Source: an optimization exercise on an open RTL-to-GDS flow (aim: small area). Production flows keep margins and buffers that such runs may drop. Where RTL was checked, it was by simulation tests only, not by an equivalence proof against the original. For run 1, only the layout was checked, not whether the RTL still works. The clock cells of runs 1 to 3 and 5 to 7 come from the design's own scripts or RTL, not from TritonCTS. No driver is modelled on the clock port, so clock power and skew are understated where the tree is cut down; a real chip needs a root buffer or a tree. Power figures rest on the tool's default switching activity, not on a simulated workload.

<file path="design/flow/flow/run.sh">
#!/bin/bash
# Own layout flow: the standard ORFS flow (standard.sh) with
#  - synthesis: the standard flow's script, but abc maps with an area-oriented script,
#  - port buffers: sky130_fd_sc_hd__buf_1,
#  - clock: a few hand-placed clock buffers instead of TritonCTS's tree.
# make's full output goes to flow_make.log here; each ORFS step also keeps
# its own log under orfs/logs/.
set -euo pipefail
F="$(cd "$(dirname "$0")" && pwd)"
cd "$F/.."
bash standard.sh \
  SYNTH_SCRIPT="$F/synth.tcl" \
  BUFFER_PORTS_ARGS="-buffer_cell sky130_fd_sc_hd__buf_1" \
  PRE_CTS_TCL="$F/cts_pre.tcl" \
  MANUAL_CLKBUF_COUNT=4 MANUAL_CLKBUF_CELL=sky130_fd_sc_hd__clkbuf_8 \
  finish > flow_make.log 2>&1
</file>
<file path="design/flow/flow/abc_min.script">
strash
&get -n
&deepsyn -T 30
&put
dch -f
amap
topo
</file>
<file path="design/flow/flow/clkbuf.tcl">
# Drive the clock's register pins through CLKBUF_K buffers of type CLKBUF_CELL,
# one per cluster of registers (k-means on their positions), each placed
# at its cluster's centre; the clock port then drives only those buffers.
proc my_manual_clock_buffers {k cell} {
  set block [ord::get_db_block]
  set master [[ord::get_db] findMaster $cell]
  set clk [$block findNet clk]
  set pts {}
  set iterms {}
  foreach iterm [$clk getITerms] {
    set bb [[$iterm getInst] getBBox]
    lappend pts [list [expr {([$bb xMin] + [$bb xMax]) / 2.0}] [expr {([$bb yMin] + [$bb yMax]) / 2.0}]]
    lappend iterms $iterm
  }
  set n [llength $pts]
  # initial centres: spread along sorted x+y order
  set order [lsort -real -indices [lmap p $pts {expr {[lindex $p 0] + [lindex $p 1]}}]]
  set cs {}
  for {set j 0} {$j < $k} {incr j} {
    lappend cs [lindex $pts [lindex $order [expr {int(($j + 0.5) * $n / $k)}]]]
  }
  for {set it 0} {$it < 50} {incr it} {
    set asg {}
    foreach p $pts {
      set best 0; set bd 1e30
      for {set j 0} {$j < $k} {incr j} {
        set c [lindex $cs $j]
        set d [expr {abs([lindex $p 0] - [lindex $c 0]) + abs([lindex $p 1] - [lindex $c 1])}]
        if {$d < $bd} { set bd $d; set best $j }
      }
      lappend asg $best
    }
    set ncs {}
    for {set j 0} {$j < $k} {incr j} {
      set sx 0.0; set sy 0.0; set m 0
      foreach p $pts a $asg { if {$a == $j} { set sx [expr {$sx + [lindex $p 0]}]; set sy [expr {$sy + [lindex $p 1]}]; incr m } }
      if {$m > 0} { lappend ncs [list [expr {$sx / $m}] [expr {$sy / $m}]] } else { lappend ncs [lindex $cs $j] }
    }
    set cs $ncs
  }
  for {set j 0} {$j < $k} {incr j} {
    set inst [odb::dbInst_create $block $master clkbuf_manual_$j]
    set net [odb::dbNet_create $block clknet_manual_$j]
    $net setSigType CLOCK
    foreach iterm $iterms a $asg { if {$a == $j} { $iterm disconnect; $iterm connect $net } }
    [$inst findITerm A] connect $clk
    [$inst findITerm X] connect $net
    set c [lindex $cs $j]
    $inst setLocation [expr {int([lindex $c 0])}] [expr {int([lindex $c 1])}]
    $inst setPlacementStatus PLACED
  }
}
</file>
<file path="design/flow/flow/cts_pre.tcl">
# Clock tree: instead of TritonCTS's H-tree, the clock port drives a few
# buffers, each feeding one cluster of registers (see clkbuf.tcl).
source [file join [file dirname [info script]] clkbuf.tcl]
my_manual_clock_buffers $::env(MANUAL_CLKBUF_COUNT) $::env(MANUAL_CLKBUF_CELL)
rename clock_tree_synthesis ""
proc clock_tree_synthesis {args} { puts "clock_tree_synthesis skipped: clock buffers placed by hand" }
</file>
<file path="design/flow/flow/synth.tcl">
# The standard flow's synthesis script, with abc's mapping script replaced by the
# area-oriented one in abc_min.script beside this file.
proc synth {args} { yosys synth -nofsm -noshare {*}$args }
set ::my_abc_script [file join [file dirname [info script]] abc_min.script]
if {[info exists ::env(ABC_SCRIPT_OVERRIDE)]} { set ::my_abc_script $::env(ABC_SCRIPT_OVERRIDE) }
proc abc {args} {
  set i [lsearch -exact $args -script]
  if {$i >= 0} { lset args [expr {$i + 1}] $::my_abc_script }
  yosys abc {*}$args
}
source $::env(SCRIPTS_DIR)/synth.tcl
# left out here: clear keep_hierarchy, flatten, clean up, hide names made inside functions, write 1_2_yosys.v
</file>
<file path="design/flow/standard.sh">
#!/bin/bash
# synth_recipe.tcl (not shown) runs the flow's synth.tcl, then flattens the netlist and writes it again
# the make line also repeats each setting of config.mk as NAME=value (left out here)
make -C /OpenROAD-flow-scripts/flow DESIGN_CONFIG=/design/flow/config.mk WORK_HOME=/design/flow/orfs CLKGATE_MAP_FILE= SYNTH_SCRIPT=/design/flow/synth_recipe.tcl "${@:-finish}"
</file>
<file path="design/flow/config.mk">
export PLATFORM = sky130hd
export DESIGN_NAME = top
export DESIGN_NICKNAME = top
export VERILOG_FILES = /design/flow/design.v
export SDC_FILE = /design/flow/constraint.sdc
export NUM_CORES = 4
export LEC_CHECK = 0
export CAP_MARGIN = 20
export CORE_MARGIN = 2
export CORE_UTILIZATION = 40
export SLEW_MARGIN = 20
</file>
<file path="design/flow/constraint.sdc">
create_clock -name core_clock -period 10.0 [get_ports {clk}]
set_input_delay 2.0000 -clock core_clock [delete_from_list [all_inputs] [get_ports {clk}]]
set_output_delay 2.0000 -clock core_clock [all_outputs]
set_load 0.01 [all_outputs]
</file>
<file path="design/flow/design.v">
module baud (
    input clk,
    input rst,
    input [1:0] baud_fix,
    output clk_out1,
    output clk_out2
);
  reg [13:0] lfsr1;
  reg [13:0] lfsr1_end;
  always @* begin
    case (baud_fix)
      2'b00: lfsr1_end = 14'd2097;
      2'b01: lfsr1_end = 14'd7697;
      2'b10: lfsr1_end = 14'd3616;
      default: lfsr1_end = 14'd7168;
    endcase
  end
  assign clk_out1 = (lfsr1 == lfsr1_end);
  always @(posedge clk) begin
    if (rst)        lfsr1 <= 14'd447;
    else if (clk_out1) lfsr1 <= 14'd895;
    else            lfsr1 <= {lfsr1[12:0], ~(lfsr1[13] ^ lfsr1[1] ^ lfsr1[6] ^ lfsr1[8])};
  end
  reg [9:0] lfsr2;
  reg [9:0] lfsr2_end;
  always @* begin
    case (baud_fix)
      2'b00: lfsr2_end = 10'd850;
      2'b01: lfsr2_end = 10'd840;
      2'b10: lfsr2_end = 10'd338;
      default: lfsr2_end = 10'd268;
    endcase
  end
  assign clk_out2 = (lfsr2 == lfsr2_end);
  always @(posedge clk) begin
    if (rst)        lfsr2 <= 10'd5;
    else if (clk_out2) lfsr2 <= 10'd11;
    else            lfsr2 <= {lfsr2[8:0], (lfsr2[9] ^ lfsr2[2])};
  end
endmodule
module tx (
    input clk,
    input rst,
    input clk_out1,
    input [7:0] data_in,
    input sbtn,
    output reg tx
);
  reg [7:0] shift_reg;
  reg [2:0] bitpos;
  reg [1:0] state;
  always @(posedge clk) begin
    if (state == 2'b00) shift_reg <= data_in;
  end
  always @(posedge clk) begin
    if (rst) begin
      state  <= 2'b00;
      bitpos <= 3'd0;
    end else begin
      case (state)
        2'b00: if (sbtn) state <= 2'b01;
        2'b01: if (clk_out1 & ~sbtn) state <= 2'b10;
        2'b10: if (clk_out1) begin
                 bitpos <= bitpos + 3'd1;
                 if (bitpos == 3'd7) state <= 2'b11;
               end
        2'b11: if (clk_out1) state <= 2'b00;
      endcase
    end
  end
  always @(posedge clk or posedge rst) begin
    if (rst) tx <= 1'b1;
    else if (clk_out1)
      case (state)
        2'b01: tx <= sbtn;
        2'b10: tx <= shift_reg[bitpos];
        default: tx <= 1'b1;
      endcase
  end
endmodule
module rx (
    input clk,
    input clk_out2,
    input rx,
    input rst,
    output reg [7:0] data_out
);
  reg [7:0] cnt;
  reg [7:0] shift;
  wire check = (cnt[7:4] == 4'd0) & (cnt[2:0] == 3'd0);
  wire stop  = cnt[7] & cnt[4] & cnt[3];
  wire samp  = (cnt[3:0] == 4'd8);
  always @(posedge clk) begin
    if (rst) cnt <= 8'd0;
    else if (clk_out2) begin
      if ((check & rx) | stop) cnt <= 8'd0;
      else                     cnt <= cnt + 8'd1;
    end
  end
  always @(posedge clk) begin
    if (clk_out2 & samp) shift <= {rx, shift[7:1]};
  end
  always @(posedge clk or posedge rst) begin
    if (rst) data_out <= 8'd0;
    else if (clk_out2 & stop & rx) data_out <= shift;
  end
endmodule
module top (
    input clk,
    input rst,
    input [1:0] baud_fix,
    input [7:0] data_in,
    input sbtn,
    input rx_pin,
    input loopback_en,
    output tx,
    output [7:0] data_out
);
  wire clk_out1;
  wire clk_out2;
  wire rx_int = loopback_en ? tx : rx_pin;
  tx inst1 (.clk(clk), .rst(rst), .clk_out1(clk_out1), .data_in(data_in),
            .sbtn(sbtn), .tx(tx));
  rx inst2 (.clk(clk), .rst(rst), .clk_out2(clk_out2), .rx(rx_int),
            .data_out(data_out));
  baud inst3 (.clk(clk), .rst(rst), .baud_fix(baud_fix),
              .clk_out1(clk_out1), .clk_out2(clk_out2));
endmodule
</file>
==> flow_summary.yaml, run 1 <==
synth:
  synth_top_family_by_area: "compound AO/OA/AOI/OAI gates"
  ys_ff_latch: 62
  synth.net_count: 261
  synth-edff-count: 16
  ys_warn_count: 3
  synth_top_area_share_pct: 30.4
  synthArstFlopShare_pct: 14.5
  synth_cells: 234
  yosysTopAreaCell: "dfxtp_1"
  ys_seq_area_share_pct: 59.5
  syn_avg_cell_area_um2: 10.4
  muxShareOfSynthArea_pct: 0
  syn_area_mm2: 0.00243
  synth_adder_area_share_pct: 6.17
  yosysUniqueCellTypes: 35
  synthSimpleGateAreaFrac_pct: 13.9
  synthTopCellsByArea: "dfxtp_1 30%, edfxtp_1 20%, dfrtp_1 8.2%, ha_1 6.2%, clkinv_1 5.9%"
  synth_xor_area_share_pct: 0
  synth_compound_area_share_pct: 14.6
  synth_flop_cell: "dfxtp_1"
layout:
  multi_input_area_um2: 843
  final_nets: 292
  largest_reg_flops: 14
  diodes: 0
  layout-drive-gt1-share_pct: 2.66
  largestRegisters: "inst3.lfsr1 (14), inst3.lfsr2 (10)"
  seqCellArea_mm2: 0.00145
  syn2layout_area_growth_pct: 10.3
  largest_register: "inst3.lfsr1"
  fin_cells: 338
  fill_cells: 579
clocking:
  ctsHoldBuffers: 0
  cts_resized: 0
  postCtsSetupBuffers: 0
  clkTransAtPathRegs_ps: 100
  insertion_delay_ps: 160
power_and_ir_drop:
  intPower_w: 0.000340
  power_frac_clock_pct: 21.8
  p_comb_share_pct: 12.1
  p_sw_w: 0.0000999
  ir_drop_v: 0.0000896
  power_w: 0.000440
  leakagePower_nw: 0.988
  swShare_pct: 22.7
  p_seq_share_pct: 66.1
  cellPowerDensity_mw_per_mm2: 164
worst_setup_path:
  cp-end-kind: "flip-flop"
  cp_cell_sequence: "buf_1 > clkinv_1 > ha_1 > or2_0 > a221oi_1 > o221ai_1 > nor3_1 > or4b_1 > a221o_1 > a211oi_1"
  cp_max_fo: 5
  cpPeakStageDelay_ps: 490
  crit_type: "primary input to flip-flop"
  worstSetupStartpointType: "primary input"
  crit_family: "compound AO/OA/AOI/OAI gates"
  critPathArrivalTime_ps: 4640
  cp.required_ps: 10070
  crit_buf_inv: 2
  crit_path_top_delay_cell: "or4b_1"
route:
  wl_per_cell_um: 12.1
  viasPerCell: 4.92
  vias: 1662
  drt_iter0_drc: 65
  drc: 0
  firstDrtPassIters: 4
  drt-total-wl_um: 4100
  drtAntennaViolNets: 0
placement:
  gp_congestion: 0.791
  place_hpwl_um: 3100
  dp_cells: 334
  port_buffers: 23
grt:
  antenna_found_initial: 0
  grt_util_all_layers_pct: 12.0
  grt_start_max_net_pins: 19
  grt_first_pass_wirelength_um: 6540
  overflow: 0
  grt_pass1_vias: 1473
sta:
  fin_worst_skew_ps: 18.7
  post-route-period-util_pct: 45.7
  fin_crit_ps: 4570
  tns_ps: 0
  rsz0062_at_grt: "no"
  holdWs_ps: 434
  slew_headroom_pct: 54.5
  hold_viol: 0
  tightest_slew_ps: 675
  fmax_mhz: 219
  setup_viol: 0
  slew_violations: 0
status:
  status: "finished clean"
die:
  core_area_mm2: 0.00589
  die-area_mm2: 0.00672
  top_level_ports: 24
  die_w_um: 82
  start_util_pct: 41.3
  die_h_um: 82
  rows: 28
run:
  drv_cap: 0
hold_path:
  hp-class: "flip-flop to flip-flop"
-- cell type report --
cell class | instances | share of cell area [%]
plain buffers | 4 | 2.05
well taps | 75 | 3.50
flip-flops and latches | 62 | 53.9
repair buffers | 25 | 3.78
multi-input cells | 134 | 31.4
inverters | 38 | 5.31
-- power by group through the flow --
stage | clock, W | sequential, W | combinational [W]
3_3_place_gp | 0 | 0.000296 | 0.0000532
4_1_cts | 0.0000738 | 0.000297 | 0.0000534
6_report | 0.0000961 | 0.000291 | 0.0000530
3_5_place_dp | 0 | 0.000296 | 0.0000527
2_1_floorplan | 0 | 0.000294 | 0.0000409
5_1_grt | 0.000111 | 0.000293 | 0.0000591
-- final timing paths --
kind	cells after the start	slack (ps)	startpoint	end
min reg2reg	2	430	inst3.lfsr2[8]$_SDFF_PP0_	inst3.lfsr2[9]$_SDFF_PP0_
max in group asynchronous	2	7550	rst	inst1.tx$_DFFE_PP1P_
max	10	5430	baud_fix[0]	inst1.state[1]$_SDFFE_PP0P_
min	2	430	inst3.lfsr2[8]$_SDFF_PP0_	inst3.lfsr2[9]$_SDFF_PP0_
max reg2reg	10	7200	inst3.lfsr2[8]$_SDFF_PP0_	inst2.data_out[0]$_DFFE_PP0P_
min in group asynchronous	2	2110	rst	inst2.data_out[0]$_DFFE_PP0P_
-- synth_stat cells, types with 2 or more instances --
library cell	count
a211oi_1	7
a21oi_1	3
a221oi_1	5
a22o_1	8
and3_1	2
clkinv_1	38
dfrtp_1	8
dfxtp_1	37
edfxtp_1	16
ha_1	12
nand2_1	15
nand3_1	4
nor2_1	33
nor2b_1	3
nor3_1	8
nor4_1	3
o2111ai_1	2
o21ai_0	6
o22ai_1	5
or3_1	4
-- cells in the final DEF (no fill, tap or decap), drive strengths merged, types with 5 or more instances in the layout --
master  instances
nor3            8
ha             12
nor2           33
a211oi          7
dfxtp          37
edfxtp         16
a22o            8
nand2          15
a221oi          5
clkinv         38
buf            25
o22ai           5
dfrtp           8
o21ai           6
-- cell families after synthesis --
group,after synthesis
DFF,62
AOI/OAI and AO/OA,47
and+or+nand+nor,75
buffers and inverters,38
adders and majority gates,12
-- metal layers --
metal  global-route usage [%]  up-vias  wire, um
met1                     18.4      746      2230
li1                         -      893         -
met4                     1.50        0        48
met2                     18.5       20      1670
met3                     1.43        3       150
met5                        0        -         0
-- tightest hold or removal path: stages (launching register included) --
cell      delay, ps
dfxtp_1         320
clkinv_1         50
nor2_1           40
-- stage by stage --
stage	util, %	setup slack [ps]	area (um^2)
6_report	45.6	5430	2680
5_1_grt	45.6	5180	2680
4_1_cts	45.6	5240	2680
3_5_place_dp	44.7	5250	2630
3_3_place_gp	44.7	5240	2630
2_1_floorplan	-	5170	2430
==> run 2, diff against run 1 <==
--- a/design/flow/design.v
+++ b/design/flow/design.v
@@ -46,36 +46,30 @@
     input sbtn,
     output reg tx
 );
+  localparam [3:0] IDLE = 4'b0000, START = 4'b0001, STOP = 4'b0010;
   reg [7:0] shift_reg;
-  reg [2:0] bitpos;
-  reg [1:0] state;
+  reg [3:0] state;
   always @(posedge clk) begin
-    if (state == 2'b00) shift_reg <= data_in;
+    if (state == IDLE) shift_reg <= data_in;
   end
   always @(posedge clk) begin
-    if (rst) begin
-      state  <= 2'b00;
-      bitpos <= 3'd0;
-    end else begin
-      case (state)
-        2'b00: if (sbtn) state <= 2'b01;
-        2'b01: if (clk_out1 & ~sbtn) state <= 2'b10;
-        2'b10: if (clk_out1) begin
-                 bitpos <= bitpos + 3'd1;
-                 if (bitpos == 3'd7) state <= 2'b11;
-               end
-        2'b11: if (clk_out1) state <= 2'b00;
-      endcase
-    end
+    if (rst) state <= IDLE;
+    else if (state[3]) begin
+      if (clk_out1) state <= (state == 4'b1111) ? STOP : state + 4'd1;
+    end else case (state)
+      IDLE:  if (sbtn) state <= START;
+      START: if (clk_out1 & ~sbtn) state <= 4'b1000;
+      STOP:  if (clk_out1) state <= IDLE;
+      default: state <= IDLE;
+    endcase
   end
   always @(posedge clk or posedge rst) begin
     if (rst) tx <= 1'b1;
-    else if (clk_out1)
-      case (state)
-        2'b01: tx <= sbtn;
-        2'b10: tx <= shift_reg[bitpos];
-        default: tx <= 1'b1;
-      endcase
+    else if (clk_out1) begin
+      if (state[3])           tx <= shift_reg[state[2:0]];
+      else if (state == START) tx <= sbtn;
+      else                     tx <= 1'b1;
+    end
   end
 endmodule
 module rx (
--- a/design/flow/config.mk
+++ b/design/flow/config.mk
@@ -7,5 +7,5 @@
 export LEC_CHECK = 0
 export CAP_MARGIN = 20
 export CORE_MARGIN = 2
-export CORE_UTILIZATION = 40
+export CORE_UTILIZATION = 65
 export SLEW_MARGIN = 20
==> run 2 against run 1 <==
Hold slack worse by 6.2 ps. Routed wire length is 1.6% lower. Sequential share of layout area is 0.21 points higher. Setup slack worse by 220 ps. Die area is 38% lower. Fmax is 4.5% lower. Core utilization is 28 points higher. Critical endpoint is now inst1.state[3]$_SDFF_PP0_.
==> flow_summary.yaml, run 2 <==
synth:
  ys_ff_latch: 61
  synth_flop_cell: "dfxtp_1"
  synth_cells: 236
  yosys-top-cells-count: "40 x nor2_1, 39 x clkinv_1, 36 x dfxtp_1"
  synth.most_common_cell: "nor2_1"
  ys_warn_count: 3
  syn_avg_cell_area_um2: 10.2
  ys_seq_area_share_pct: 59.4
  synth_top_area_share_pct: 30.0
  synthArstFlopShare_pct: 14.8
  yosysUniqueCellTypes: 30
  syn_area_mm2: 0.00240
  yosysTopAreaCell: "dfxtp_1"
  synth-edff-count: 16
  synth.net_count: 261
  synthTopCellsByArea: "dfxtp_1 30%, edfxtp_1 20%, dfrtp_1 8.3%, nor2_1 6.2%, clkinv_1 6.1%"
placement:
  gp_congestion: 0.851
  port_buffers: 23
  place_hpwl_um: 2980
  dp_cells: 310
  dp_slack_ps: 4810
route:
  drc: 0
  drtAntennaViolNets: 0
  drt-total-wl_um: 4040
  viasPerCell: 5.56
  firstDrtPassIters: 4
  wl_per_cell_um: 12.9
  drt_iter0_drc: 126
  vias: 1745
sta:
  tightest_slew_ps: 771
  hold_viol: 0
  tns_ps: 0
  slew_headroom_pct: 48.1
  rsz0062_at_grt: "no"
  post-route-period-util_pct: 47.9
  setup_viol: 0
  fin_crit_ps: 4790
  fmax_mhz: 209
  fin_worst_skew_ps: 51.9
  slew_violations: 0
  timing.final.ws_setup_ps: 5210
die:
  rows: 22
  die_h_um: 64.8
  start_util_pct: 66.7
  die-area_mm2: 0.00420
  die_w_um: 64.8
  core_area_mm2: 0.00361
  top_level_ports: 24
worst_setup_path:
  cp_cell_sequence: "buf_1 > clkinv_1 > ha_1 > clkinv_1 > a221o_1 > or4_1 > a2111oi_1 > buf_4 > clkinv_1 > nor4b_1 > nor2_1 > o22ai_1"
  cp.depth: 12
  crit_buf_inv: 5
  path_common_cell: "clkinv_1"
  ff2ff_path_depth: 9
  cp.required_ps: 10100
  critPathArrivalTime_ps: 4880
  cpPeakStageDelay_ps: 530
  cp-end-kind: "flip-flop"
  crit_type: "primary input to flip-flop"
  cp_max_fo: 9
  crit_family: "simple AND/OR/NAND/NOR gates"
  crit_path_top_delay_cell: "or4_1"
  worstSetupStartpointType: "primary input"
power_and_ir_drop:
  ir_drop_v: 0.000143
  cellPowerDensity_mw_per_mm2: 170
  leakagePower_nw: 0.949
clocking:
  clkTransAtPathRegs_ps: 110
  ctsHoldBuffers: 0
  postCtsSetupBuffers: 0
  cts_resized: 0
  insertion_delay_ps: 160
layout:
  syn2layout_area_growth_pct: 9.68
  final_common_cell: "nor2_1"
  fin_cells: 314
  layout_common_cells: "40 x nor2_1, 39 x clkinv_1, 36 x dfxtp_1"
  largestRegisters: "inst3.lfsr1 (14), inst3.lfsr2 (10)"
  largest_register: "inst3.lfsr1"
  largest_reg_flops: 14
  final_nets: 293
  diodes: 0
  layout-drive-gt1-share_pct: 3.38
  fin_util_pct: 73.1
hold_path:
  hold_depth: 1
  hp-class: "flip-flop to flip-flop"
grt:
  grt_pass1_vias: 1651
  grt_util_all_layers_pct: 20.9
  grt_first_pass_wirelength_um: 7130
  antenna_found_initial: 0
  overflow: 0
  grt_start_max_net_pins: 23
run:
  drv_cap: 0
status:
  status: "finished clean"
==> run 2: layout make-up <==
type                       instances  area, um^2
fill                             299         970
timing repair buffer              26         109
sequential                        61        1430
inverter                          39         146
buffer                             4        55.1
tap                               48        60.1
multi-input combinational        136         838
==> run 2: cell families after synthesis <==
logic type / Yosys count / synth area share [%]
buf+inv: 39 / 6.09
simple gates: 77 / 14.8
compound gates: 49 / 14.5
fa+ha+maj: 10 / 5.21
flops: 61 / 59.4
==> run 2: report_power, final <==
| part | internal (W) | leakage, nW | switching, W |
|---|---|---|---|
| Sequential | 0.000279 | 0.569 | 0.0000113 |
| Clock | 0.0000367 | 0.0288 | 0.0000543 |
| Combinational | 0.0000240 | 0.352 | 0.0000421 |
==> run 2: path summary, 6_finish.rpt <==
kind | end | start | slack [ps]
setup / recovery | inst1.state[3]$_SDFF_PP0_ | baud_fix[0] | 5210
hold / removal | inst3.lfsr1[4]$_SDFF_PP1_ | inst3.lfsr1[3]$_SDFF_PP1_ | 430
setup reg to reg | inst1.state[3]$_SDFF_PP0_ | inst3.lfsr1[2]$_SDFF_PP1_ | 6980
hold reg to reg | inst3.lfsr1[4]$_SDFF_PP1_ | inst3.lfsr1[3]$_SDFF_PP1_ | 430
max in group asynchronous | inst1.tx$_DFFE_PP1N_ | rst | 7710
min in group asynchronous | inst2.data_out[5]$_DFFE_PP0P_ | rst | 1990
==> run 2: per-layer routing <==
layer	part of all wire, %	GRT usage, %	vias to the layer above
li1	-	-	905
met1	49	28.1	808
met2	46	37.1	28
met3	3.8	2.26	4
met4	0.89	3.46	0
met5	0	0	-
==> run 2: stage by stage <==
step	hold WS [ps]	cell area (um^2)	total power, W
after floorplan	396	2400	0.000345
after global placement	408	2570	0.000361
after detailed placement	411	2570	0.000362
after CTS	411	2630	0.000435
after global routing	447	2640	0.000475
final	428	2640	0.000448
==> run 3, diff against run 2 <==
==> design/flow/design.v (replaced) <==
module baud (
    input clk,
    input rst,
    input [1:0] baud_fix,
    output clk_out1,
    output clk_out2
);
  reg [13:0] lfsr1;
  reg [13:0] lfsr1_end;    
  reg [13:0] lfsr1_care;   
  always @* begin
    case (baud_fix)
      2'b00: begin lfsr1_end = 14'b00100000110001; lfsr1_care = 14'b10110111111111; end   
      2'b01: begin lfsr1_end = 14'b00101000010001; lfsr1_care = 14'b10101111011111; end   
      2'b10: begin lfsr1_end = 14'b00100000100000; lfsr1_care = 14'b10100101111110; end   
      default: begin lfsr1_end = 14'b00100000000000; lfsr1_care = 14'b10100101011110; end   
    endcase
  end
  assign clk_out1 = ~|((lfsr1 ^ lfsr1_end) & lfsr1_care);
  always @(posedge clk) begin
    if (rst)        lfsr1 <= 14'd447;
    else if (clk_out1) lfsr1 <= 14'd895;
    else            lfsr1 <= {lfsr1[12:0], ~(lfsr1[13] ^ lfsr1[1] ^ lfsr1[6] ^ lfsr1[8])};
  end
  reg [9:0] lfsr2;
  reg [9:0] lfsr2_end;    
  reg [9:0] lfsr2_care;   
  always @* begin
    case (baud_fix)
      2'b00: begin lfsr2_end = 10'b0010010010; lfsr2_care = 10'b1111111010; end   
      2'b01: begin lfsr2_end = 10'b1110000010; lfsr2_care = 10'b1111011010; end   
      2'b10: begin lfsr2_end = 10'b0110000000; lfsr2_care = 10'b1111001000; end   
      default: begin lfsr2_end = 10'b0110000010; lfsr2_care = 10'b1111000010; end   
    endcase
  end
  assign clk_out2 = ~|((lfsr2 ^ lfsr2_end) & lfsr2_care);
  always @(posedge clk) begin
    if (rst)        lfsr2 <= 10'd0;
    else if (clk_out2) lfsr2 <= 10'd1;
    else            lfsr2 <= {lfsr2[8:0], ~(lfsr2[9] ^ lfsr2[2])};
  end
endmodule
module tx (
    input clk,
    input rst,
    input clk_out1,
    input [7:0] data_in,
    input sbtn,
    output reg tx
);
  localparam [3:0] IDLE = 4'b0000, START = 4'b0001, STOP = 4'b0010;
  reg [7:0] shift_reg;
  reg [3:0] state;
  wire [2:0] q_next = {state[1:0], state[2] ^ state[0] ^ (state[1:0] == 2'b00)};
  always @(posedge clk) begin
    if (state == IDLE)
      shift_reg <= {data_in[3], data_in[4], data_in[5], data_in[7],
                    data_in[2], data_in[6], data_in[1], data_in[0]};
  end
  always @(posedge clk) begin
    if (rst) state <= IDLE;
    else if (state[3]) begin
      if (clk_out1) state <= (state[2:0] == 3'b100) ? STOP : {1'b1, q_next};
    end else case (state)
      IDLE:  if (sbtn) state <= START;
      START: if (clk_out1 & ~sbtn) state <= 4'b1000;
      STOP:  if (clk_out1) state <= IDLE;
      default: state <= IDLE;
    endcase
  end
  always @(posedge clk or posedge rst) begin
    if (rst) tx <= 1'b1;
    else if (clk_out1) begin
      if (state[3])            tx <= shift_reg[state[2:0]];
      else if (state == START) tx <= sbtn;
      else                     tx <= 1'b1;
    end
  end
endmodule
module rx (
    input clk,
    input clk_out2,
    input rx,
    input rst,
    output reg [7:0] data_out
);
  reg [3:0] lo;
  reg [3:0] hi;
  reg [7:0] shift;
  wire lo_mid  = (lo == 4'd10);                  
  wire lo_wrap = (lo == 4'd8);                   
  wire hi_0    = ~hi[0] & ~hi[2];                
  wire hi_9    = hi[3] & ~hi[2] & ~hi[1];        
  wire check   = hi_0 & (lo_mid | (lo == 4'd0));
  wire stop    = hi_9 & lo_mid;
  wire [3:0] lo_next = {lo[2:0], lo[3] ^ lo[2] ^ (lo[2:0] == 3'd0)};
  wire [3:0] hi_next = {hi[2:0], ~(hi[3] ^ hi[2])};
  always @(posedge clk) begin
    if (rst) begin
      lo <= 4'd0;
      hi <= 4'd0;
    end else if (clk_out2) begin
      if ((check & rx) | stop) begin
        lo <= 4'd0;
        hi <= 4'd0;
      end else begin
        lo <= lo_next;
        if (lo_wrap) hi <= hi_next;
      end
    end
  end
  always @(posedge clk) begin
    if (clk_out2 & lo_mid) shift <= {rx, shift[7:1]};
  end
  always @(posedge clk or posedge rst) begin
    if (rst) data_out <= 8'd0;
    else if (clk_out2 & stop & rx) data_out <= shift;
  end
endmodule
module top (
    input clk,
    input rst,
    input [1:0] baud_fix,
    input [7:0] data_in,
    input sbtn,
    input rx_pin,
    input loopback_en,
    output tx,
    output [7:0] data_out
);
  wire clk_out1;
  wire clk_out2;
  wire rx_int = loopback_en ? tx : rx_pin;
  tx inst1 (.clk(clk), .rst(rst), .clk_out1(clk_out1), .data_in(data_in),
            .sbtn(sbtn), .tx(tx));
  rx inst2 (.clk(clk), .rst(rst), .clk_out2(clk_out2), .rx(rx_int),
            .data_out(data_out));
  baud inst3 (.clk(clk), .rst(rst), .baud_fix(baud_fix),
              .clk_out1(clk_out1), .clk_out2(clk_out2));
endmodule
==> run 3 against run 2 <==
Sequential power fell by 9.6%. Critical path type unchanged. Largest power group unchanged. Synthesized area is 7.6% lower. Largest cell class unchanged. Combinational power shrank 76%. Sequential share of layout area up 4.5 points. Cell area is 7.7% lower. Register-to-register slack got worse by 120 ps. Clock power up 2%.
==> flow_summary.yaml, run 3 <==
layout:
  fin_cells: 285
  largest_reg_flops: 14
  largest_register: "inst3.lfsr1"
  layout_common_cells: "38 x clkinv_1, 36 x dfxtp_1, 25 x nor2_1"
  syn2layout_area_growth_pct: 9.52
  diodes: 0
  stdcell_area_mm2: 0.00243
  final_nets: 259
  largestRegisters: "inst3.lfsr1 (14), inst3.lfsr2 (10)"
  final_common_cell: "clkinv_1"
  layout-drive-gt1-share_pct: 2.93
power_and_ir_drop:
  ir_drop_v: 0.000122
  cellPowerDensity_mw_per_mm2: 152
  leakagePower_nw: 0.875
clocking:
  postCtsSetupBuffers: 0
  insertion_delay_ps: 150
  cts_resized: 0
  clkTransAtPathRegs_ps: 90
  ctsHoldBuffers: 0
sta:
  fmax_mhz: 211
  setup_viol: 0
  tightest_slew_ps: 933
  tns_ps: 0
  fin_worst_skew_ps: 18.5
  hold_viol: 0
  timing.final.ws_setup_ps: 5260
  slew_headroom_pct: 37.1
  holdWs_ps: 420
  post-route-period-util_pct: 47.4
  fin_crit_ps: 4740
  rsz0062_at_grt: "no"
  slew_violations: 0
synth:
  synth_compound_area_share_pct: 15.2
  synth-edff-count: 16
  synthTopCellsByArea: "dfxtp_1 32%, edfxtp_1 22%, dfrtp_1 9.0%, clkinv_1 6.4%, nor2_1 4.2%"
  yosysUniqueCellTypes: 33
  synth_flop_cell: "dfxtp_1"
  muxShareOfSynthArea_pct: 0
  synth_top_family_by_area: "compound AO/OA/AOI/OAI gates"
  yosys-top-cells-count: "38 x clkinv_1, 36 x dfxtp_1, 25 x nor2_1"
  synthSimpleGateAreaFrac_pct: 12.0
  ys_warn_count: 3
  synth_top_area_share_pct: 32.5
  syn_avg_cell_area_um2: 10.5
  synth_xor_area_share_pct: 0.394
  yosysTopAreaCell: "dfxtp_1"
  synth.net_count: 229
  ys_ff_latch: 61
  synthArstFlopShare_pct: 14.8
  synth.most_common_cell: "clkinv_1"
  synth_adder_area_share_pct: 1.69
  ys_seq_area_share_pct: 64.3
  synth_cells: 211
  syn_area_mm2: 0.00222
worst_setup_path:
  cp.required_ps: 10050
  cpPeakStageDelay_ps: 650
  crit_type: "primary input to flip-flop"
  cp-end-kind: "flip-flop"
  path_common_cell: "clkinv_1"
  critPathArrivalTime_ps: 4780
  crit_path_top_delay_cell: "nor3_1"
  cp_cell_sequence: "buf_1 > nor2b_1 > o22ai_1 > nor4_1 > o21ai_0 > nor2_1 > clkinv_1 > nor3_1 > clkinv_1 > a22o_1"
  worstSetupStartpointType: "primary input"
  cp_max_fo: 10
route:
  top_layer: "met4"
  wl_per_cell_um: 13.3
  firstDrtPassIters: 4
  met2WireLength_um: 1950
  drt-total-wl_um: 3790
  dr_wl_met3_um: 131
  drtAntennaViolNets: 0
  drc: 0
  drt_iter0_drc: 92
  met1Wirelength_um: 1670
  vias: 1568
  viasPerCell: 5.50
placement:
  gp_congestion: 0.891
  place_hpwl_um: 2930
  dp_slack_ps: 5120
  postPlaceCellArea_mm2: 0.00237
  dp_cells: 281
  port_buffers: 23
grt:
  grt_start_max_net_pins: 20
  antenna_found_initial: 0
  grt_first_pass_wirelength_um: 6760
  grt_pass1_vias: 1536
  overflow: 0
  grt_util_all_layers_pct: 20.8
die:
  die_w_um: 62.5
  core_area_mm2: 0.00331
  die_h_um: 62.5
  start_util_pct: 67.1
  top_level_ports: 24
  die-area_mm2: 0.00390
  rows: 21
status:
  status: "finished clean"
hold_path:
  hp-class: "flip-flop to flip-flop"
run:
  drv_cap: 0
[run 3: changes by cell type after synthesis, moves of 3 or more]
| cell | before | now |
|---|---|---|
| ha_1 | 10 | 3 |
| nand2_1 | 8 | 12 |
| nor2_1 | 40 | 25 |
| o21ai_0 | 6 | 12 |
| o22a_1 | 8 | 1 |
| a22o_1 | 0 | 8 |
| or4_1 | 3 | 0 |
| nor3_1 | 7 | 4 |
| a211oi_1 | 7 | 2 |
| o22ai_1 | 6 | 11 |
| a21oi_1 | 9 | 3 |
[run 3: area by class of cell]
cell class,instances,area [um^2]
fillers,258,878
inverters,38,143
well taps,46,57.6
flip-flops and latches,61,1430
plain buffers,4,55.1
repair buffers,24,93.8
multi-input cells,112,656
[run 3: cells by family (layout without fill, tap and decap cells)]
logic type	after synthesis	count (layout)
buffers and inverters	38	66
AND/OR/NAND/NOR	59	59
XOR/XNOR	1	1
flip-flops	61	61
AO/OA/AOI/OAI	49	49
adder cells (fa/ha/maj)	3	3
[run 3: worst max-delay path, delay by kind of cell]
| family | cells | cell delay, ps |
|---|---|---|
| buffers and inverters | 3 | 660 |
| and+or+nand+nor | 4 | 1330 |
| AOI/OAI and AO/OA | 3 | 790 |
[run 3: worst paths after layout]
path | startpoint | to | slack, ps | cells after the start
setup / recovery | baud_fix[0] | inst2.data_out[2]$_DFFE_PP0P_ | 5260 | 10
hold / removal | inst3.lfsr2[6]$_SDFF_PP0_ | inst3.lfsr2[7]$_SDFF_PP0_ | 420 | 2
setup reg to reg | inst3.lfsr2[8]$_SDFF_PP0_ | inst2.data_out[2]$_DFFE_PP0P_ | 6860 | 10
hold reg to reg | inst3.lfsr2[6]$_SDFF_PP0_ | inst3.lfsr2[7]$_SDFF_PP0_ | 420 | 2
max in group asynchronous | rst | inst1.tx$_DFFE_PP1N_ | 7670 | 2
min in group asynchronous | rst | inst2.data_out[6]$_DFFE_PP0P_ | 2010 | 2
[run 3: report_power, final]
group	total, W	internal [W]	switching, W
Combinational	0.0000158	0.00000560	0.0000102
Sequential	0.000263	0.000260	0.00000283
Clock	0.0000925	0.0000369	0.0000557
[run 3: metal layers]
metal	GRT usage (%)	up-vias
met2	37.2	22
met1	28.9	747
li1	-	796
met5	0	-
met4	1.94	0
met3	1.80	3
[run 3: stage by stage]
step | power (W) | util, %
after floorplan | 0.000277 | -
after global placement | 0.000283 | 71.7
after detailed placement | 0.000284 | 71.7
after CTS | 0.000357 | 73.3
after global routing | 0.000386 | 73.5
final | 0.000371 | 73.5
==> run 4, diff against run 3 <==
--- a/design/flow/design.v
+++ b/design/flow/design.v
@@ -46,9 +46,9 @@
     input clk_out1,
     input [7:0] data_in,
     input sbtn,
-    output reg tx
+    output tx
 );
-  localparam [3:0] IDLE = 4'b0000, START = 4'b0001, STOP = 4'b0010;
+  localparam [3:0] IDLE = 4'b0000, START = 4'b0001, SBIT = 4'b0010;
   reg [7:0] shift_reg;
   reg [3:0] state;
   wire [2:0] q_next = {state[1:0], state[2] ^ state[0] ^ (state[1:0] == 2'b00)};
@@ -57,25 +57,18 @@
       shift_reg <= {data_in[3], data_in[4], data_in[5], data_in[7],
                     data_in[2], data_in[6], data_in[1], data_in[0]};
   end
-  always @(posedge clk) begin
+  always @(posedge clk or posedge rst) begin
     if (rst) state <= IDLE;
     else if (state[3]) begin
-      if (clk_out1) state <= (state[2:0] == 3'b100) ? STOP : {1'b1, q_next};
+      if (clk_out1) state <= (state[2:0] == 3'b100) ? IDLE : {1'b1, q_next};
     end else case (state)
       IDLE:  if (sbtn) state <= START;
-      START: if (clk_out1 & ~sbtn) state <= 4'b1000;
-      STOP:  if (clk_out1) state <= IDLE;
+      START: if (clk_out1 & ~sbtn) state <= SBIT;
+      SBIT:  if (clk_out1) state <= 4'b1000;
       default: state <= IDLE;
     endcase
   end
-  always @(posedge clk or posedge rst) begin
-    if (rst) tx <= 1'b1;
-    else if (clk_out1) begin
-      if (state[3])            tx <= shift_reg[state[2:0]];
-      else if (state == START) tx <= sbtn;
-      else                     tx <= 1'b1;
-    end
-  end
+  assign tx = state[3] ? shift_reg[state[2:0]] : ~state[1];
 endmodule
 module rx (
     input clk,
--- a/design/flow/flow/run.sh
+++ b/design/flow/flow/run.sh
@@ -12,5 +12,5 @@
   SYNTH_SCRIPT="$F/synth.tcl" \
   BUFFER_PORTS_ARGS="-buffer_cell sky130_fd_sc_hd__buf_1" \
   PRE_CTS_TCL="$F/cts_pre.tcl" \
-  MANUAL_CLKBUF_COUNT=4 MANUAL_CLKBUF_CELL=sky130_fd_sc_hd__clkbuf_8 \
+  MANUAL_CLKBUF_COUNT=2 MANUAL_CLKBUF_CELL=sky130_fd_sc_hd__clkbuf_16 \
   finish > flow_make.log 2>&1
==> design/flow/flow/abc_min1.script (new file) <==
strash
&get -n
&deepsyn -T 20 -S 3
&put
dch -f
amap
topo
==> design/flow/flow/abc_min2.script (new file) <==
strash
&get -n
&deepsyn -T 20 -S 3
&put
amap
topo
==> design/flow/flow/abc_min3.script (new file) <==
strash
&get -n
&deepsyn -T 20 -S 1
&put
dch -f
amap
topo
==> design/flow/flow/abc_min4.script (new file) <==
strash
&get -n
&deepsyn -T 20 -S 1
&put
amap
topo
==> design/flow/flow/synth.tcl (replaced) <==
# The standard flow's synthesis script, with abc's mapping script replaced: abc maps
# the logic once with each area-oriented script abc_min*.script beside this
# file, and the smallest result is kept.
proc synth {args} { yosys synth -nofsm -noshare {*}$args }
set ::my_abc_scripts [lsort [glob [file join [file dirname [info script]] abc_min*.script]]]
proc my_area {} {
  set libargs {}
  foreach lib $::env(LIB_FILES) { lappend libargs -liberty $lib }
  set s [tee -q -s result.string stat {*}$libargs]
  if {[regexp {Chip area for module[^:]*:\s*([0-9.]+)} $s -> a]} { return $a }
  return 1e30
}
proc abc {args} {
  set i [lsearch -exact $args -script]
  yosys design -save my_pre_abc
  set best 1e30
  foreach sc $::my_abc_scripts {
    yosys design -load my_pre_abc
    lset args [expr {$i + 1}] $sc
    if {[catch {yosys abc {*}$args} err]} {
      puts "abc script [file tail $sc] failed: $err"
      continue
    }
    set a [my_area]
    puts "abc script [file tail $sc]: area $a"
    if {$a < $best} { set best $a; yosys design -save my_best_abc }
  }
  if {$best >= 1e30} { error "no abc script succeeded" }
  yosys design -load my_best_abc
  puts "abc: kept area $best"
}
source $::env(SCRIPTS_DIR)/synth.tcl
# left out here: clear keep_hierarchy, flatten, clean up, hide names made inside functions, write 1_2_yosys.v
--- a/design/flow/config.mk
+++ b/design/flow/config.mk
@@ -7,5 +7,5 @@
 export LEC_CHECK = 0
 export CAP_MARGIN = 20
 export CORE_MARGIN = 2
-export CORE_UTILIZATION = 65
+export CORE_UTILIZATION = 85
 export SLEW_MARGIN = 20
removed: design/flow/flow/abc_min.script
==> run 4 against run 3 <==
The run now fails in 4_1_cts. Synthesized area is 0.96% lower. Synthesized cell count is 4.7% lower.
==> flow_summary.yaml, run 4 <==
die:
  top_level_ports: 24
  rows: 18
  start_util_pct: 89.6
  die_h_um: 54.9
  die_w_um: 54.9
placement:
  port_buffers: 23
  gp_congestion: 0.929
  postPlaceCellArea_mm2: 0.00233
  place_hpwl_um: 4090
synth:
  yosysTopAreaCell: "dfxtp_1"
  yosys-top-cells-count: "35 x clkinv_1, 32 x dfxtp_1, 22 x nor2_1"
  synth-edff-count: 16
  ys_ff_latch: 60
  synth_top_area_share_pct: 29.1
  synthArstFlopShare_pct: 20.0
  syn_area_mm2: 0.00220
  synth_flop_cell: "dfxtp_1"
  synth.most_common_cell: "clkinv_1"
  ys_seq_area_share_pct: 64.6
  yosysUniqueCellTypes: 35
  syn_avg_cell_area_um2: 10.9
  ys_warn_count: 3
  synth_cells: 201
  synth.net_count: 219
  synthTopCellsByArea: "dfxtp_1 29%, edfxtp_1 22%, dfrtp_1 14%, clkinv_1 6.0%, nor2_1 3.8%"
status:
  status: "aborted with a tool error"
  error: "[ERROR DPL-0033] detailed placement checks failed during check placement."
  lastStage: "4_1_cts"
clocking:
  ctsHoldBuffers: 0
  postCtsSetupBuffers: 0
  cts_resized: 0
==> run 4: changes by cell type after synthesis, moves of 4 or more <==
cell,delta
a22o_1,-8
o22a_1,+7
dfrtp_1,+4
dfxtp_1,-4
nand2_1,-4
==> run 4: cell families after synthesis <==
group | count (synthesis) | share of synthesized area (%)
buffers and inverters | 35 | 5.97
adder cells (fa/ha/maj) | 3 | 1.71
AO/OA/AOI/OAI | 52 | 16.7
flip-flops | 60 | 64.6
AND/OR/NAND/NOR | 51 | 11.0
==> run 4: power by group through the flow <==
| stage | logic, W | registers, W | clock network (W) |
|---|---|---|---|
| after floorplan | 0.0000262 | 0.000270 | 0 |
| after global placement | 0.0000354 | 0.000271 | 0 |
| after detailed placement | 0.0000401 | 0.000273 | 0 |
==> run 4: stage by stage <==
step / setup slack [ps] / util [%] / std cells / hold slack, ps
after global placement: 6070 / 95.0 / 255 / 410
after floorplan: 6390 / - / 201 / 398
after detailed placement: 5770 / 95.0 / 255 / 427
==> run 4: worst max-delay path by stage <==
stage	depth (start not counted)	slack, ps	end	start
after floorplan	6	6390	inst2.hi[2]$_SDFFE_PP0P_	baud_fix[0]
after global placement	8	6070	inst2.data_out[5]$_DFFE_PP0P_	baud_fix[0]
after detailed placement	8	5770	inst2.data_out[5]$_DFFE_PP0P_	baud_fix[0]
==> run 5, diff against run 4 <==
--- a/design/flow/flow/run.sh
+++ b/design/flow/flow/run.sh
@@ -12,5 +12,5 @@
   SYNTH_SCRIPT="$F/synth.tcl" \
   BUFFER_PORTS_ARGS="-buffer_cell sky130_fd_sc_hd__buf_1" \
   PRE_CTS_TCL="$F/cts_pre.tcl" \
-  MANUAL_CLKBUF_COUNT=2 MANUAL_CLKBUF_CELL=sky130_fd_sc_hd__clkbuf_16 \
+  MANUAL_CLKBUF_COUNT=4 MANUAL_CLKBUF_CELL=sky130_fd_sc_hd__clkbuf_8 \
   finish > flow_make.log 2>&1
--- a/design/flow/config.mk
+++ b/design/flow/config.mk
@@ -7,5 +7,5 @@
 export LEC_CHECK = 0
 export CAP_MARGIN = 20
 export CORE_MARGIN = 2
-export CORE_UTILIZATION = 85
+export CORE_UTILIZATION = 65
 export SLEW_MARGIN = 20
==> run 5 against run 4 <==
Now clean on timing, DRC and antenna. Synthesized area unchanged. Synthesized cell count unchanged.
==> flow_summary.yaml, run 5 <==
layout:
  syn2layout_area_growth_pct: 9.39
  largestRegisters: "inst3.lfsr1 (14), inst3.lfsr2 (10)"
  stdcell_area_mm2: 0.00241
  final_common_cell: "clkinv_1"
  largest_reg_flops: 14
  diodes: 0
  fill_cells: 251
  layout-drive-gt1-share_pct: 2.18
  largest_register: "inst3.lfsr1"
  final_nets: 249
  layout_common_cells: "35 x clkinv_1, 32 x dfxtp_1, 23 x buf_1"
grt:
  overflow: 0
  grt_start_max_net_pins: 20
  grt_util_all_layers_pct: 20.3
  grt_first_pass_wirelength_um: 6530
  grt_pass1_vias: 1499
  antenna_found_initial: 0
placement:
  place_hpwl_um: 2810
  postPlaceCellArea_mm2: 0.00235
  port_buffers: 23
  gp_congestion: 0.900
worst_setup_path:
  cp-end-kind: "flip-flop"
  crit_family: "compound AO/OA/AOI/OAI gates"
  crit_path_top_delay_cell: "o2111ai_1"
  critPathArrivalTime_ps: 4030
  crit_buf_inv: 3
  cp_max_fo: 10
  crit_type: "primary input to flip-flop"
  worstSetupStartpointType: "primary input"
  cpPeakStageDelay_ps: 590
  cp_cell_sequence: "buf_1 > a211oi_1 > o2111ai_1 > clkinv_1 > nand3_1 > clkinv_1 > o22a_1"
  path_common_cell: "clkinv_1"
  cp.required_ps: 10030
synth:
  yosysUniqueCellTypes: 35
  synthTopCellsByArea: "dfxtp_1 29%, edfxtp_1 22%, dfrtp_1 14%, clkinv_1 6.0%, nor2_1 3.8%"
  ys_ff_latch: 60
  synth_top_area_share_pct: 29.1
  ys_warn_count: 3
  yosysTopAreaCell: "dfxtp_1"
  synth.most_common_cell: "clkinv_1"
  synth.net_count: 219
  syn_avg_cell_area_um2: 10.9
  yosys-top-cells-count: "35 x clkinv_1, 32 x dfxtp_1, 22 x nor2_1"
  synth_flop_cell: "dfxtp_1"
  synthArstFlopShare_pct: 20.0
  syn_area_mm2: 0.00220
  synth-edff-count: 16
  ys_seq_area_share_pct: 64.6
  synth_cells: 201
status:
  status: "finished clean"
hold_path:
  hp-class: "flip-flop to flip-flop"
route:
  viasPerCell: 5.63
  drt_iter0_drc: 73
  drt-total-wl_um: 3790
  wl_per_cell_um: 13.8
  drtAntennaViolNets: 0
  firstDrtPassIters: 4
  vias: 1549
  drc: 0
sta:
  slew_violations: 0
  slew_headroom_pct: 54.5
  tns_ps: 0
  fin_worst_skew_ps: 20.1
  post-route-period-util_pct: 40.1
  hold_viol: 0
  tightest_slew_ps: 680
  fin_crit_ps: 4010
  fmax_mhz: 249
  rsz0062_at_grt: "no"
  setup_viol: 0
clocking:
  postCtsSetupBuffers: 0
  ctsHoldBuffers: 0
  insertion_delay_ps: 150
  clkTransAtPathRegs_ps: 80
  cts_resized: 0
die:
  rows: 21
  core_area_mm2: 0.00328
  start_util_pct: 67.0
  die-area_mm2: 0.00387
  die_w_um: 62.2
  top_level_ports: 24
  die_h_um: 62.2
power_and_ir_drop:
  leakagePower_nw: 0.883
  cellPowerDensity_mw_per_mm2: 165
  ir_drop_v: 0.000141
run:
  drv_cap: 0
==> run 5: cell counts after synthesis <==
Identical to the previous run, type by type.
==> run 5: layout make-up <==
cell class / instances / area, um^2 / area share (%)
Buffer: 4 / 55.1 / 2.29
Inverter: 35 / 131 / 5.46
Multi-Input combinational cell: 106 / 647 / 26.9
Sequential cell: 60 / 1420 / 59.1
Tap cell: 46 / 57.6 / 2.39
Timing Repair Buffer: 24 / 93.8 / 3.90
==> run 5: cells by family (layout without fill, tap and decap cells) <==
family / after synthesis / after routing / synth area share, %
buffers and inverters: 35 / 63 / 5.97
adder cells (fa/ha/maj): 3 / 3 / 1.71
AND/OR/NAND/NOR: 51 / 51 / 11.0
flip-flops: 60 / 60 / 64.6
AO/OA/AOI/OAI: 52 / 52 / 16.7
==> run 5: path summary, 6_finish.rpt <==
kind	start	end	slack [ps]	depth (start not counted)
setup / recovery	baud_fix[0]	inst2.data_out[4]$_DFFE_PP0P_	5990	7
hold / removal	inst3.lfsr1[11]$_SDFF_PP0_	inst3.lfsr1[12]$_SDFF_PP0_	430	2
setup reg to reg	inst1.state[2]$_DFFE_PP0P_	inst2.hi[3]$_SDFFE_PP0P_	7380	10
hold reg to reg	inst3.lfsr1[11]$_SDFF_PP0_	inst3.lfsr1[12]$_SDFF_PP0_	430	2
max in group asynchronous	rst	inst2.data_out[6]$_DFFE_PP0P_	7620	2
min in group asynchronous	rst	inst2.data_out[7]$_DFFE_PP0P_	2060	2
==> run 5: stage by stage <==
stage / hold slack (ps) / total power, W / setup slack, ps / utilization (%) / cells
detailed placement: 422 / 0.000309 / 5870 / 71.6 / 271
global route: 444 / 0.000414 / 5790 / 73.3 / 275
floorplan: 398 / 0.000296 / 6390 / - / 201
finish: 432 / 0.000396 / 5990 / 73.3 / 275
CTS: 423 / 0.000382 / 5860 / 73.3 / 275
global placement: 415 / 0.000308 / 6030 / 71.6 / 271
==> run 5: where the power goes <==
| group | internal, W | switching, W |
|---|---|---|
| Clock | 0.0000369 | 0.0000553 |
| Sequential | 0.000259 | 0.00000727 |
| Combinational | 0.0000150 | 0.0000224 |
==> run 5: worst min-delay path, cell delays in order (launching register included) <==
cell and delay [ps]:
dfxtp_1 310, clkinv_1 40, nor2_1 40
==> run 5: per-layer routing <==
| layer | GRT usage (%) | vias to the layer above | wire [um] |
|---|---|---|---|
| li1 | - | 783 | - |
| met1 | 27.6 | 742 | 1690 |
| met4 | 2.78 | 0 | 50 |
| met2 | 37.4 | 19 | 1960 |
| met5 | 0 | - | 0 |
| met3 | 0.906 | 5 | 91 |
==> run 6, diff against run 5 <==
==> design/flow/flow/abc_min_1.script (new file) <==
strash
&get -n
&deepsyn -T 60 -S 1
&put
dch -f
amap
topo
==> design/flow/flow/abc_min_2.script (new file) <==
strash
&get -n
&deepsyn -T 60 -S 2
&put
dch -f
amap
topo
==> design/flow/flow/abc_min_3.script (new file) <==
strash
&get -n
&deepsyn -T 60 -S 3
&put
dch -f
amap
topo
==> design/flow/flow/abc_min_4.script (new file) <==
strash
&get -n
&deepsyn -T 60 -S 4
&put
dch -f
amap
topo
==> design/flow/flow/abc_min_5.script (new file) <==
strash
&get -n
&deepsyn -T 60 -S 5
&put
dch -f
amap
topo
==> design/flow/flow/abc_min_6.script (new file) <==
strash
&get -n
&deepsyn -T 60 -S 6
&put
dch -f
amap
topo
removed: design/flow/flow/abc_min1.script
removed: design/flow/flow/abc_min2.script
removed: design/flow/flow/abc_min3.script
removed: design/flow/flow/abc_min4.script
==> run 6 against run 5 <==
Still clean on timing, DRC and antenna. Synthesized cell count fell by 0.50%. Hold slack improved by 1.1 ps. Via count did not move. Synthesized area fell by 0.63%. Core utilization fell by 0.42 points. Sequential power fell by 5%. Cell area fell by 0.57%. Clock power fell by 2%. Combinational power fell by 67%. Critical endpoint is now inst2.data_out[7]$_DFFE_PP0P_. Highest routed layer unchanged.
==> flow_summary.yaml, run 6 <==
synth:
  synth_top_area_share_pct: 29.3
  syn_avg_cell_area_um2: 10.9
  yosysTopAreaCell: "dfxtp_1"
  yosys-top-cells-count: "32 x dfxtp_1, 31 x clkinv_1, 22 x nor2_1"
  synth.most_common_cell: "dfxtp_1"
  synthArstFlopShare_pct: 20.0
  synth.net_count: 218
  yosysUniqueCellTypes: 30
  ys_warn_count: 3
  synth_flop_cell: "dfxtp_1"
  ys_ff_latch: 60
  synth_cells: 200
  synthTopCellsByArea: "dfxtp_1 29%, edfxtp_1 22%, dfrtp_1 14%, clkinv_1 5.3%, nor2_1 3.8%"
  syn_area_mm2: 0.00219
  ys_seq_area_share_pct: 65.0
  synth-edff-count: 16
die:
  rows: 21
  die_w_um: 62.0
  core_area_mm2: 0.00328
  die-area_mm2: 0.00384
  start_util_pct: 66.6
  top_level_ports: 24
  die_h_um: 62.0
sta:
  slew_violations: 0
  setup_viol: 0
  fmax_mhz: 221
  slew_headroom_pct: 42.4
  hold_viol: 0
  fin_worst_skew_ps: 33.9
  tightest_slew_ps: 857
  holdWs_ps: 433
  tns_ps: 0
  fin_crit_ps: 4530
  post-route-period-util_pct: 45.3
  rsz0062_at_grt: "no"
hold_path:
  hp-class: "flip-flop to flip-flop"
  hold_depth: 2
  min-delay-start: "inst3.lfsr1[11]$_SDFF_PP0_"
clocking:
  cts_resized: 0
  clkTransAtPathRegs_ps: 90
  postCtsSetupBuffers: 0
  ctsHoldBuffers: 0
  insertion_delay_ps: 160
route:
  drc: 0
  drt-total-wl_um: 3820
  vias: 1549
  drt_iter0_drc: 86
  firstDrtPassIters: 4
  drtAntennaViolNets: 0
  viasPerCell: 5.65
  wl_per_cell_um: 13.9
layout:
  layout-drive-gt1-share_pct: 2.19
  largest_register: "inst3.lfsr1"
  diodes: 0
  seqCellArea_mm2: 0.00142
  final_common_cell: "dfxtp_1"
  syn2layout_area_growth_pct: 9.44
  layout_common_cells: "32 x dfxtp_1, 31 x clkinv_1, 23 x buf_1"
  largestRegisters: "inst3.lfsr1 (14), inst3.lfsr2 (10)"
  largest_reg_flops: 14
  fill_cells: 240
  multi_input_area_um2: 648
  final_nets: 248
grt:
  overflow: 0
  grt_start_max_net_pins: 22
  grt_pass1_vias: 1532
  grt_util_all_layers_pct: 21.6
  antenna_found_initial: 0
  grt_first_pass_wirelength_um: 6390
worst_setup_path:
  cp.required_ps: 10030
  ff2ff_path_depth: 9
  r2r_start: "inst1.state[2]$_DFFE_PP0P_"
  cp-end-kind: "flip-flop"
  crit_type: "primary input to flip-flop"
  worstSetupStartpointType: "primary input"
  cp_max_fo: 10
  startpoint: "baud_fix[1]"
  critPathArrivalTime_ps: 4560
placement:
  port_buffers: 23
  gp_congestion: 0.810
  place_hpwl_um: 2950
power_and_ir_drop:
  leakagePower_nw: 0.855
  ir_drop_v: 0.000122
  cellPowerDensity_mw_per_mm2: 149
run:
  drv_cap: 0
status:
  status: "finished clean"
run 6: layout make-up:
type                       instances  share of cell area (%)
sequential                        60                    59.4
buffer                             4                    2.30
multi-input combinational        109                    27.1
timing repair buffer              24                    3.92
inverter                          31                    4.86
tap                               46                    2.41
run 6: kinds of logic after synthesis:
family / share of synthesized area, %
AOI/OAI and AO/OA: 15.5
DFF: 65.0
and+or+nand+nor: 12.5
buffers and inverters: 5.32
adders and majority gates: 1.72
run 6: critical path, stage by stage:
cell and delay (ps):
buf_1 200, clkinv_1 120, o21ai_0 80, a31oi_1 100
or3_1 510, nor3_1 750, clkinv_1 440, a22o_1 350
run 6: per-stage QoR:
| stage | area (um^2) | util [%] | setup slack [ps] | instances | power [W] |
|---|---|---|---|---|---|
| 6_report | 2390 | 72.8 | 5470 | 274 | 0.000357 |
| 5_1_grt | 2390 | 72.8 | 5210 | 274 | 0.000372 |
| 4_1_cts | 2390 | 72.8 | 5310 | 274 | 0.000345 |
| 3_5_place_dp | 2340 | 71.2 | 5310 | 270 | 0.000272 |
| 3_3_place_gp | 2340 | 71.2 | 5520 | 270 | 0.000271 |
| 2_1_floorplan | 2190 | - | 5920 | 200 | 0.000266 |
run 6: routing by layer:
| layer | share of wire [%] | track usage, % |
|---|---|---|
| met5 | 0 | 0 |
| met4 | 1.8 | 5.47 |
| met3 | 3.9 | 2.28 |
| met2 | 49 | 39.7 |
| met1 | 45 | 26.9 |
run 6: final timing paths:
path | end | slack (ps)
max | inst2.data_out[7]$_DFFE_PP0P_ | 5470
min | inst3.lfsr1[12]$_SDFF_PP0_ | 430
max reg2reg | inst2.data_out[7]$_DFFE_PP0P_ | 6820
min reg2reg | inst3.lfsr1[12]$_SDFF_PP0_ | 430
max in group asynchronous | inst1.state[2]$_DFFE_PP0P_ | 7590
min in group asynchronous | inst2.data_out[4]$_DFFE_PP0P_ | 2070
run 6: power breakdown:
group / internal [W] / total, W / leakage, nW / switching, W
Combinational: 0.00000434 / 0.0000122 / 0.275 / 0.00000784
Sequential: 0.000252 / 0.000254 / 0.552 / 0.00000176
Clock: 0.0000368 / 0.0000905 / 0.0288 / 0.0000537
Total: 0.000294 / 0.000357 / 0.855 / 0.0000633
==> run 7, diff against run 6 <==
--- a/design/flow/flow/run.sh
+++ b/design/flow/flow/run.sh
@@ -12,5 +12,5 @@
   SYNTH_SCRIPT="$F/synth.tcl" \
   BUFFER_PORTS_ARGS="-buffer_cell sky130_fd_sc_hd__buf_1" \
   PRE_CTS_TCL="$F/cts_pre.tcl" \
-  MANUAL_CLKBUF_COUNT=4 MANUAL_CLKBUF_CELL=sky130_fd_sc_hd__clkbuf_8 \
+  MANUAL_CLKBUF_COUNT=2 MANUAL_CLKBUF_CELL=sky130_fd_sc_hd__clkbuf_16 \
   finish > flow_make.log 2>&1
==> run 7 against run 6 <==
Fmax increased by 0.58%. Hold slack better by 1.2 ps. Highest routed layer unchanged. Still clean. Critical path type unchanged. Sequential power barely moved. First-iteration DRC count up 21%.
==> flow_summary.yaml, run 7 <==
status:
  status: "finished clean"
layout:
  stdcell_area_mm2: 0.00239
  diodes: 0
  final_common_cell: "dfxtp_1"
  final_nets: 246
  syn2layout_area_growth_pct: 9.22
  layout_common_cells: "32 x dfxtp_1, 31 x clkinv_1, 23 x buf_1"
  layout-drive-gt1-share_pct: 1.33
  largest_register: "inst3.lfsr1"
  largestRegisters: "inst3.lfsr1 (14), inst3.lfsr2 (10)"
  largest_reg_flops: 14
synth:
  muxShareOfSynthArea_pct: 0
  synth_top_family_by_area: "compound AO/OA/AOI/OAI gates"
  synth_cells: 200
  synthSimpleGateAreaFrac_pct: 12.5
  synth_adder_area_share_pct: 1.72
  ys_ff_latch: 60
  yosys-top-cells-count: "32 x dfxtp_1, 31 x clkinv_1, 22 x nor2_1"
  ys_warn_count: 3
  synth_compound_area_share_pct: 15.5
  synth.net_count: 218
  synth_top_area_share_pct: 29.3
  synth-edff-count: 16
  ys_seq_area_share_pct: 65.0
  yosysUniqueCellTypes: 30
  synthTopCellsByArea: "dfxtp_1 29%, edfxtp_1 22%, dfrtp_1 14%, clkinv_1 5.3%, nor2_1 3.8%"
  syn_area_mm2: 0.00219
  synth.most_common_cell: "dfxtp_1"
  syn_avg_cell_area_um2: 10.9
  synthArstFlopShare_pct: 20.0
  yosysTopAreaCell: "dfxtp_1"
  synth_flop_cell: "dfxtp_1"
  synth_xor_area_share_pct: 0
worst_setup_path:
  crit_buf_inv: 3
  path_common_cell: "clkinv_1"
  crit_family: "simple AND/OR/NAND/NOR gates"
  cp-end-kind: "flip-flop"
  cp.required_ps: 10060
  cp_max_fo: 10
  worstSetupStartpointType: "primary input"
  cp_cell_sequence: "buf_1 > clkinv_1 > o21ai_0 > a31oi_1 > or3_1 > nor3_1 > clkinv_1 > a22o_1"
  critPathArrivalTime_ps: 4560
  cpPeakStageDelay_ps: 750
  crit_path_top_delay_cell: "nor3_1"
  crit_type: "primary input to flip-flop"
die:
  core_area_mm2: 0.00328
  die_h_um: 62.0
  die_w_um: 62.0
  die-area_mm2: 0.00384
  top_level_ports: 24
  start_util_pct: 66.6
  rows: 21
run:
  drv_cap: 0
grt:
  grt_start_max_net_pins: 33
  overflow: 0
  grt_pass1_vias: 1488
  grt_first_pass_wirelength_um: 6320
  grt_util_all_layers_pct: 21.5
  antenna_found_initial: 0
route:
  vias: 1537
  firstDrtPassIters: 5
  drc: 0
  drt-total-wl_um: 3820
  wl_per_cell_um: 14.1
  viasPerCell: 5.65
  drt_iter0_drc: 104
  drtAntennaViolNets: 0
sta:
  rsz0062_at_grt: "no"
  slew_headroom_pct: 41.8
  hold_viol: 0
  tightest_slew_ps: 866
  post-route-period-util_pct: 45.0
  tns_ps: 0
  fin_worst_skew_ps: 8.23
  slew_violations: 0
  fin_crit_ps: 4500
  setup_viol: 0
  fmax_mhz: 222
power_and_ir_drop:
  leakagePower_nw: 0.851
  cellPowerDensity_mw_per_mm2: 150
  ir_drop_v: 0.000114
clocking:
  insertion_delay_ps: 160
  cts_resized: 0
  postCtsSetupBuffers: 0
  ctsHoldBuffers: 0
  clkTransAtPathRegs_ps: 100
placement:
  place_hpwl_um: 2950
  gp_congestion: 0.810
  port_buffers: 23
  postPlaceCellArea_mm2: 0.00234
hold_path:
  hp-class: "flip-flop to flip-flop"
run 7: layout make-up:
cell class	instances	area, um^2
Fill cell	238	897
Sequential cell	60	1420
Inverter	31	116
Tap cell	46	57.6
Multi-Input combinational cell	109	648
Buffer	2	50.0
Timing Repair Buffer	24	93.8
run 7: per-stage QoR:
step	total power (W)	setup WS, ps	instances	util, %	hold slack, ps
after floorplan	0.000266	5920	200	-	401
after global routing	0.000372	5250	272	72.7	453
after detailed placement	0.000272	5310	270	71.2	420
after global placement	0.000271	5520	270	71.2	416
after CTS	0.000344	5310	272	72.7	420
final	0.000359	5500	272	72.7	434
run 7: path summary, 6_finish.rpt:
check / endpoint / cells after the start / from / slack (ps)
hold / removal: inst3.lfsr1[12]$_SDFF_PP0_ / 2 / inst3.lfsr1[11]$_SDFF_PP0_ / 430
hold reg to reg: inst3.lfsr1[12]$_SDFF_PP0_ / 2 / inst3.lfsr1[11]$_SDFF_PP0_ / 430
min in group asynchronous: inst1.state[0]$_DFFE_PP0P_ / 2 / rst / 2050
max in group asynchronous: inst2.data_out[6]$_DFFE_PP0P_ / 2 / rst / 7650
setup reg to reg: inst2.data_out[7]$_DFFE_PP0P_ / 9 / inst1.state[2]$_DFFE_PP0P_ / 6790
setup / recovery: inst2.data_out[7]$_DFFE_PP0P_ / 8 / baud_fix[1] / 5500
run 7: power by group:
part | total (W) | switching (W) | internal (W)
Sequential | 0.000254 | 0.00000175 | 0.000252
Combinational | 0.0000121 | 0.00000780 | 0.00000434
Clock | 0.0000923 | 0.0000553 | 0.0000370
run 7: kinds of logic after synthesis:
family | Yosys count
flip-flops | 60
AO/OA/AOI/OAI | 49
adder cells (fa/ha/maj) | 3
buffers and inverters | 31
AND/OR/NAND/NOR | 57
run 7: worst register-to-register path: cells and delay by family, from the launching register on:
family	cells	cell delay, ps
compound gates	4	860
buf+inv	2	620
flops	1	500
simple gates	3	1140
run 7: metal layers:
metal	vias up	GRT usage (%)	part of all wire (%)
li1	769	-	-
met1	705	28.3	45
met2	54	38.1	49
met3	9	1.66	4.2
met4	0	5.78	2.0
met5	-	0	0

re-timing with driven ports:
In the flow no input, the clock included, has a driving cell. The finished layouts below were timed again as built, in two steps. Step 1 sets driving cells, clkbuf_16 on the clock port and buf_2 on the other inputs (assumed; they add their load-dependent delay and slew). Step 2 times the ports against the registers' clock, not the clock port: input delays grow and output delays shrink by t, the midpoint of the rising clock arrivals with the driver on. Three values: ideal ports, drivers, drivers and shift; two values: the first two.
run	t, ns	slack for setup (ns)	worst register clock-pin slew, ns
run 1	0.207	5.429 / 5.462 / 5.256	0.10 / 0.10
run 2	0.195	5.213 / 5.243 / 5.049	0.11 / 0.11
run 3	0.199	5.265 / 5.297 / 5.098	0.10 / 0.10
run 5	0.196	5.991 / 6.015 / 5.819	0.10 / 0.10
run 6	0.195	5.471 / 5.497 / 5.302	0.11 / 0.11
run 7	0.207	5.497 / 5.521 / 5.314	0.10 / 0.10
After both steps setup and hold are still met in every run listed. The setup slack of run 7, which loses most, moves by +0.024 ns with the drivers and by -0.183 ns with both steps.
